Background: an optimization exercise with open tools, aiming at small area. Do not read the settings as production practice. The RTL was checked by simulation tests, not by an equivalence proof against the original design. Power figures rest on the tool's default switching activity, not on a simulated workload.

==> flow/design.v <==
module address_mem_encoder  #(
        parameter int unsigned output_width = 5,
        parameter int unsigned input_width  = 32
    )(
        input   logic                       clock, reset, we, clear,
        input   logic [input_width-1:0]     addr_in,
        output  logic [output_width-1:0]    addr_out,
        output  logic                       not_selected, address_conflict, free_space
    );
    localparam int unsigned N  = 2**output_width;
    localparam int unsigned SW = output_width;
    logic                       init;
    logic [SW-1:0]              start_ptr, end_ptr;
    logic [N-1:0]               used;
    logic [input_width-1:0]     data[N-1:0];
    logic [N-1:0]               sel, head, wsel, csel, hi_keep, lo_keep, lo_load;
    logic [input_width-1:0]     diff[N-1:0];
    logic                       do_write, do_clear;
    genvar i, k, l;
    generate
        for (i = 0; i < N; i = i + 1) begin : g_cmp
            address_mem_encoder_diff #(.W(input_width)) u_diff (
                .a(addr_in), .b(data[i]), .d(diff[i]));
            address_mem_encoder_match #(.W(input_width)) u_sel (
                .x(diff[i]), .en(used[i]), .m(sel[i]));
            address_mem_encoder_head #(.W(SW)) u_head (
                .q(data[i][SW-1:0]), .p(start_ptr), .used(used[i]), .h(head[i]));
        end
    endgenerate
    logic [N-1:0] any_l [output_width:0];
    logic [N-1:0] mul_l [output_width:0];
    assign any_l[0] = sel;
    assign mul_l[0] = '0;
    generate
        for (l = 0; l < output_width; l = l + 1) begin : g_lvl
            for (k = 0; k < (N >> (l+1)); k = k + 1) begin : g_node
                assign any_l[l+1][k] = any_l[l][2*k] | any_l[l][2*k+1];
                assign mul_l[l+1][k] = mul_l[l][2*k] | mul_l[l][2*k+1] |
                                       (any_l[l][2*k] & any_l[l][2*k+1]);
            end
            for (k = (N >> (l+1)); k < N; k = k + 1) begin : g_pad
                assign any_l[l+1][k] = 1'b0;
                assign mul_l[l+1][k] = 1'b0;
            end
        end
    endgenerate
    always_comb begin
        addr_out = '0;
        for (int j = 0; j < N; j = j + 1)
            if (sel[j]) addr_out = addr_out | j[output_width-1:0];
    end
    assign not_selected     = ~any_l[output_width][0];
    assign address_conflict = mul_l[output_width][0];
    assign free_space       = ~&used;
    assign do_write = we & ~init & free_space;
    assign do_clear = clear & ~init & ~do_write & ~not_selected & ~address_conflict;
    assign wsel     = head & {N{we & ~init}};
    assign csel     = sel  & {N{do_clear}};
    always_ff @(posedge clock)
        if (reset) begin
            init      <= 1'b1;
            start_ptr <= '0;
            end_ptr   <= '0;
        end else begin
            if (init) begin
                init    <= ~&end_ptr;
                end_ptr <= end_ptr + 1'b1;
            end else if (do_clear)
                end_ptr <= end_ptr + 1'b1;
            if (do_write)
                start_ptr <= start_ptr + 1'b1;
        end
    always_ff @(posedge clock)
        used <= reset ? '0 : ((used | wsel) & ~csel);
    assign hi_keep = used & ~csel;
    logic [SW-1:0] lo_bus, lo_bus0, lo_bus1;
    assign lo_bus  = do_write ? addr_in[SW-1:0] : end_ptr;
    assign lo_bus0 = lo_bus & {SW{~reset}};
    assign lo_bus1 = lo_bus | {SW{reset}};
    assign lo_load = wsel | csel | {N{reset}};
    assign lo_keep = ~lo_load;
    generate
        for (i = 0; i < N; i = i + 1) begin : g_data
            logic [input_width-1:0] d, x;
            for (k = 0; k < input_width; k = k + 1) begin : g_bit
                if (k < SW) begin : g_lo
                    assign x[k] = ((i >> k) & 1) ? lo_bus1[k] : lo_bus0[k];
                    address_mem_encoder_hold u_hold (
                        .q(data[i][k]), .keep(lo_keep[i]), .x(x[k]), .load(lo_load[i]), .d(d[k]));
                end else begin : g_hi
                    assign x[k] = diff[i][k];
                    address_mem_encoder_hold u_hold (
                        .q(data[i][k]), .keep(hi_keep[i]), .x(x[k]), .load(wsel[i]), .d(d[k]));
                end
            end
            always_ff @(posedge clock)
                data[i] <= d;
        end
    endgenerate
endmodule
module address_mem_encoder_diff #(
        parameter int unsigned W = 32
    )(
        input  logic [W-1:0] a, b,
        output logic [W-1:0] d
    );
    assign d = a ^ b;
endmodule
module address_mem_encoder_zero4 (
        input  logic [3:0] x,
        output logic       z
    );
    assign z = ~|x;
endmodule
module address_mem_encoder_match #(
        parameter int unsigned W = 32
    )(
        input  logic [W-1:0] x,
        input  logic         en,
        output logic         m
    );
    logic [W/4-1:0] z;
    genvar g;
    generate
        for (g = 0; g < W/4; g = g + 1) begin : g_z
            address_mem_encoder_zero4 u_z (.x(x[4*g +: 4]), .z(z[g]));
        end
    endgenerate
    assign m = en & &z;
endmodule
module address_mem_encoder_head #(
        parameter int unsigned W = 5
    )(
        input  logic [W-1:0] q, p,
        input  logic         used,
        output logic         h
    );
    assign h = ~used & (q == p);
endmodule
module address_mem_encoder_hold (
        input  logic q, x, keep, load,
        output logic d
    );
    assign d = (q & keep) | (x & load);
endmodule
==> flow/flow/run.sh <==
#!/bin/bash
set -euo pipefail
bash standard.sh \
  "ABC_LOAD_IN_FF=1" \
  "BUFFER_PORTS_ARGS=-buffer_cell sky130_fd_sc_hd__buf_2" \
  "PRE_RESIZE_TCL=$PWD/flow/upsize_inputs.tcl" \
  "CTS_ARGS=-sink_clustering_enable -repair_clock_nets -dont_use_dummy_load -sink_clustering_size 24 -sink_clustering_max_diameter 80" \
  finish > flow_make.log 2>&1
==> flow/flow/upsize_inputs.tcl <==
# Before repair_design: give each addr_in port buffer (which drives a lookup
# bit of every slot) a stronger cell, so that it drives the net alone.
foreach port [get_ports addr_in*] {
  set net [get_nets -of_objects $port]
  foreach pin [get_pins -of_objects $net -filter "direction == input"] {
    set inst [get_cells -of_objects $pin]
    if {[get_property $inst ref_name] eq "sky130_fd_sc_hd__buf_2"} {
      replace_cell $inst sky130_fd_sc_hd__buf_8
    }
  }
}
==> flow/standard.sh <==
#!/bin/bash
# synth_recipe.tcl (not shown) runs the flow's synth.tcl, then flattens the netlist and writes it again
# the make line also repeats each setting of config.mk as NAME=value (left out here)
make -C /OpenROAD-flow-scripts/flow DESIGN_CONFIG=/design/flow/config.mk WORK_HOME=/design/flow/orfs CLKGATE_MAP_FILE= SYNTH_SCRIPT=/design/flow/synth_recipe.tcl "${@:-finish}"
==> flow/config.mk <==
export PLATFORM = sky130hd
export DESIGN_NAME = address_mem_encoder
export DESIGN_NICKNAME = address_mem_encoder
export VERILOG_FILES = /design/flow/design.v
export SDC_FILE = /design/flow/constraint.sdc
export NUM_CORES = 4
export LEC_CHECK = 0
export CAP_MARGIN = 0
export CORE_MARGIN = 2
export CORE_UTILIZATION = 68
export GPL_TIMING_DRIVEN = 0
export PLACE_DENSITY = 0.85
export SETUP_SLACK_MARGIN = 0.15
export SLEW_MARGIN = 0
export SYNTH_HIERARCHICAL = 1
export SYNTH_MINIMUM_KEEP_SIZE = 0
==> flow/constraint.sdc <==
create_clock -name core_clock -period 5.5 [get_ports {clock}]
set_input_delay 1.1000 -clock core_clock [delete_from_list [all_inputs] [get_ports {clock}]]
set_output_delay 1.1000 -clock core_clock [all_outputs]
set_load 0.01 [all_outputs]
==> impl_metrics.yaml, run 1 <==
synthesis:
  yosysTopAreaCellShare_pct: 46.6
  synth_enable_flop_cells: 0
  synthTopCellsByArea: "dfxtp_1 (47%), xor2_1 (20%), a22o_1 (20%)"
  yosys_most_used_dff: "dfxtp_1"
  yosysMostFrequentCell: "dfxtp_1"
  synth_cell_types: 40
  syn_inst: 4112
  synth_common_cells: "dfxtp_1 (1067), xor2_1 (1059), a22o_1 (1024)"
  syn-num-nets: 4151
  yosysSeqAreaShare_pct: 46.6
  async_flop_share_pct: 0
  synth_area_per_cell_um2: 11.1
  ys_ff_latch: 1067
  yosys_warnings: 14
  netlist_area_um2: 45800
  synth_top_cell_by_area: "dfxtp_1"
run_status:
  outcome: "aborted with a tool error"
  flow.stopped_at: "3_4_place_resized"
  error_line: "[ERROR STA-0100] unsupported object type Port."
placed_design:
  gp_congestion: 0.977
  port-buffer-count: 43
floorplanning:
  fp.dieW_um: 264
  die_h_um: 264
  rows: 95
  boundaryPins: 44
  initial_core_util_pct: 68.5
power by group through the flow:
stage | sequential [µW] | clock [µW] | combinational [µW]
global placement | 8090 | 0 | 979
floorplan | 8070 | 0 | 610
stage by stage:
| step | power, µW | cells | setup slack (ps) | TNS, ps | hold WS, ps |
|---|---|---|---|---|---|
| 3_3_place_gp | 9070 | 5028 | -2900 | -2592650 | 485 |
| 2_1_floorplan | 8680 | 4112 | 497 | 0 | 475 |
cells by family after synthesis:
kind of cell	synth area share, %
AOI/OAI and AO/OA	22.2
and+or+nand+nor	7.67
buffers and inverters	0.603
muxes	0.131
adders and majority gates	0.0819
xor gates and xnor gates	22.7
DFF	46.6
Yosys stat by module, one instance, submodules excluded, a selection:
module,cell area (µm²),copies in the design,flip-flops and latches,cells inside
address_mem_encoder_hold,8.76,1024,0,1
address_mem_encoder_zero4,6.26,256,0,1
address_mem_encoder,23900,1,1067,1456
how the worst max path moves through the flow:
stage / startpoint / to / slack (ps)
floorplan: addr_in[25] / data[0][10]$_DFF_P_ / 500
global placement: addr_in[13] / data[5][11]$_DFF_P_ / -2900
==> run 2: changes to the inputs <==
==> flow/flow/upsize_inputs.tcl (replaced) <==
# Before repair_design: give each addr_in port buffer (which drives a lookup
# bit of every slot) a stronger cell, so that it drives the net alone.
foreach bterm [[ord::get_db_block] getBTerms] {
  if {![string match {addr_in*} [$bterm getName]]} { continue }
  foreach iterm [[$bterm getNet] getITerms] {
    set inst [$iterm getInst]
    if {[[$inst getMaster] getName] eq "sky130_fd_sc_hd__buf_2"} {
      replace_cell [get_cells [$inst getName]] sky130_fd_sc_hd__buf_8
    }
  }
}
==> run 2 against run 1 <==
Synthesized cell count unchanged; the run now finishes clean; area after synthesis stayed put.
==> impl_metrics.yaml, run 2 <==
min_path:
  hold_depth: 1
  holdCritPathClass: "flop to flop"
floorplanning:
  initial_core_util_pct: 68.5
  boundaryPins: 44
  dieArea_um2: 69500
  rows: 95
  core_um2: 66900
  die_h_um: 264
  fp.dieW_um: 264
run_status:
  outcome: "complete, no violations"
sta:
  finalCritPeriodShare_pct: 95.2
  finalHoldViolations: 0
  max_freq_mhz: 191
  timing.slew.headroom_pct: 7.96
  rsz0062_at_grt: "false"
  slew_viol_final: 0
  setup_viol: 0
  tightest_slew_ps: 1380
  fin_worst_skew_ps: 47.0
  post-route-min-period_ps: 5230
  finalSetupTns_ps: 0
setup_path:
  cp_top_family: "simple AND/OR/NAND/NOR gates"
  reg2regPathDepth: 15
  cp-start-kind: "input port"
  cp.depth: 11
  critical_path.max_stage_delay_ps: 500
  crit_chain: "buf_8 > xor2_1 > nor4_1 > nand2_1 > nor3_4 > nor4_1 > nand4_1 > nor2_1 > o211ai_1 > clkbuf_2 > buf_2"
  crit_slowest_cell: "nor3_4"
  end_kind: "primary output"
  crit_fanout: 32
  critPathKind: "input port to primary output"
  worst_ep_arrival_time_ps: 4130
  critPathRequiredTime_ps: 4400
  worst-path-buf-inv: 3
  path_common_cell: "nor4_1"
global_route:
  grt_pass1_vias: 34500
  grt_util_all_layers_pct: 34.3
  grt_max_degree: 34
  grt_pass1_wl_um: 192000
  overflow: 0
  antenna_found_initial: 4
final_layout:
  area_growth_pct: 8.54
  largestRegisters: "data (1024), used (32)"
  fin_nets: 4295
  regMostFlops: "data"
  layout-drive-gt1-share_pct: 5.71
  largest_register_ffs: 1024
  mostFrequentLayoutCells: "dfxtp_1 (1062), xor2_1 (1059), a22o_1 (1024), nor4_1 (265), xnor2_1 (129)"
  final_common_cell: "dfxtp_1"
  regArea_um2: 21400
  fillers: 4564
  fin_area_um2: 49700
  multiInputGateArea_um2: 24400
  final_cells: 5129
drt:
  via_per_inst: 6.81
  ant_nets: 0
  vias: 34900
  first_pass_iters: 6
  drc_errors: 0
  dr.first_iter.drc_count: 3781
  wl_um: 123000
  wire_per_inst_um: 24.0
synthesis:
  yosysTopAreaCellShare_pct: 46.6
  ys_ff_latch: 1067
  yosysMostFrequentCell: "dfxtp_1"
  synthTopCellsByArea: "dfxtp_1 (47%), xor2_1 (20%), a22o_1 (20%)"
  synth_area_per_cell_um2: 11.1
  synth_top_cell_by_area: "dfxtp_1"
  synth_enable_flop_cells: 0
  syn-num-nets: 4151
  yosys_most_used_dff: "dfxtp_1"
  synth_cell_types: 40
  yosys_warnings: 14
  netlist_area_um2: 45800
  synth_common_cells: "dfxtp_1 (1067), xor2_1 (1059), a22o_1 (1024)"
  async_flop_share_pct: 0
  syn_inst: 4112
  yosysSeqAreaShare_pct: 46.6
placed_design:
  dpl_cell_area_um2: 48300
  gp_congestion: 0.977
  port-buffer-count: 43
  hpwl_um: 74700
  post-place-cells: 5070
clocking:
  clockRootBuffer: "clkbuf_16"
  cts_sinks: 1067
  hold_buffers: 0
  cts.htree.levels: 2
  clkLatencyLatePin_ps: 650
  cts_buffer_depth: 3
  cts_tree: "done"
  numCtsBuffers: 51
  clk_pin_slew_worst_paths_ps: 60
pwr:
  vdd_drop_max_mv: 0.270
  p_leak_uw: 0.0214
  power_density_nw_per_um2: 262
job:
  drv_cap: 0
## run 2: layout make-up
class	instances	share of cell area, %
sequential	1067	43.0
clock buffer	51	2.57
multi-input combinational	2985	49.1
tap	873	2.20
antenna	2	0.0101
timing repair buffer	91	2.61
buffer	59	0.558
inverter	1	0.00755
## run 2: modules after synthesis, one instance, submodules excluded, excerpt
module	cells	copies in the design	flops+latches
address_mem_encoder	1456	1	1067
address_mem_encoder_zero4	1	256	0
address_mem_encoder_hold	1	1024	0
## run 2: power by group
part           total, µW  internal [µW]  switching, µW
Sequential          7920           7810            105
Clock               4040           1660           2390
Combinational       1080            386            694
Total              13000           9850           3190
## run 2: final timing paths
check                                          from  slack (ps)                   to
worst max-delay path                     addr_in[9]         270     address_conflict
worst min-delay path            data[22][8]$_DFF_P_         500  data[22][8]$_DFF_P_
worst max register to register  data[22][1]$_DFF_P_         770   data[3][8]$_DFF_P_
worst min register to register  data[22][8]$_DFF_P_         500  data[22][8]$_DFF_P_
## run 2: cell families (layout without fill, tap and decap cells)
logic type	Yosys count	count (layout)	share of synthesized area [%]
AO/OA/AOI/OAI	1182	1182	22.2
flip-flops	1067	1067	46.6
AND/OR/NAND/NOR	606	606	7.67
buffers and inverters	60	202	0.603
other	0	2	0
multiplexers	6	6	0.131
adder cells (fa/ha/maj)	3	3	0.0819
XOR/XNOR	1188	1188	22.7
## run 2: worst register-to-register path, delay by kind of cell (launching register included)
kind                   cells  cell delay [ps]
AND/OR/NAND/NOR            8             2210
buffers and inverters      4             1360
AO/OA/AOI/OAI              2              540
flip-flops                 1              350
XOR/XNOR                   1              170
## run 2: what timing repair did
item,CTS,global route
gates resized for setup,15,7
setup buffers,0,6
pin swaps,0,4
setup endpoints to repair,904,134
## run 2: per-layer routing
| metal | GRT usage (%) | part of all wire (%) | vias up |
|---|---|---|---|
| met3 | 6.13 | 8.8 | 364 |
| met2 | 53.1 | 44 | 1523 |
| met4 | 14.5 | 4.1 | 6 |
| met5 | 0 | 0.024 | - |
| met1 | 47.2 | 43 | 17100 |
| li1 | - | - | 15900 |
## run 2: per-stage QoR
stage	util (%)	hold WS (ps)	worst slack (ps)	total power (µW)
2_1_floorplan	-	475	497	8680
3_3_place_gp	70.4	485	-2900	9070
3_5_place_dp	72.1	490	-1520	9130
4_1_cts	74.1	506	154	13000
5_1_grt	74.3	523	140	13400
6_report	74.3	504	266	13000

==> afterwards: timing with drivers on the ports <==
How much do the figures lean on ideal ports? The routed layout below was timed once more, with nothing changed but the port constraints. Step 1 (the two cells are an assumption about what drives the block):
set clk [get_ports {clock}]
set_driving_cell -lib_cell sky130_fd_sc_hd__clkbuf_16 $clk
set_driving_cell -lib_cell sky130_fd_sc_hd__buf_2 [delete_from_list [all_inputs] $clk]
Step 2 moves the port delays by t, midway between the first and last clock arrival at a register: inputs arrive t later, outputs are due t later. That takes back most of the time a late clock gives input paths. Three values: ideal ports, drivers, drivers and shift; two values: the first two.
run: run 2
t, ns: 0.691
setup slack, ns: 0.266 / 0.187 / -0.384
worst setup path after step 2: input to register
clock arrival spread, ns: 0.047 / 0.047
slew at the worst register clock pin (ns): 0.10 / 0.10
Met with ideal ports but missed after step 2: setup timing in run 2. For run 2, drivers alone change the setup slack by -0.079 ns; drivers and shift together by -0.650 ns.
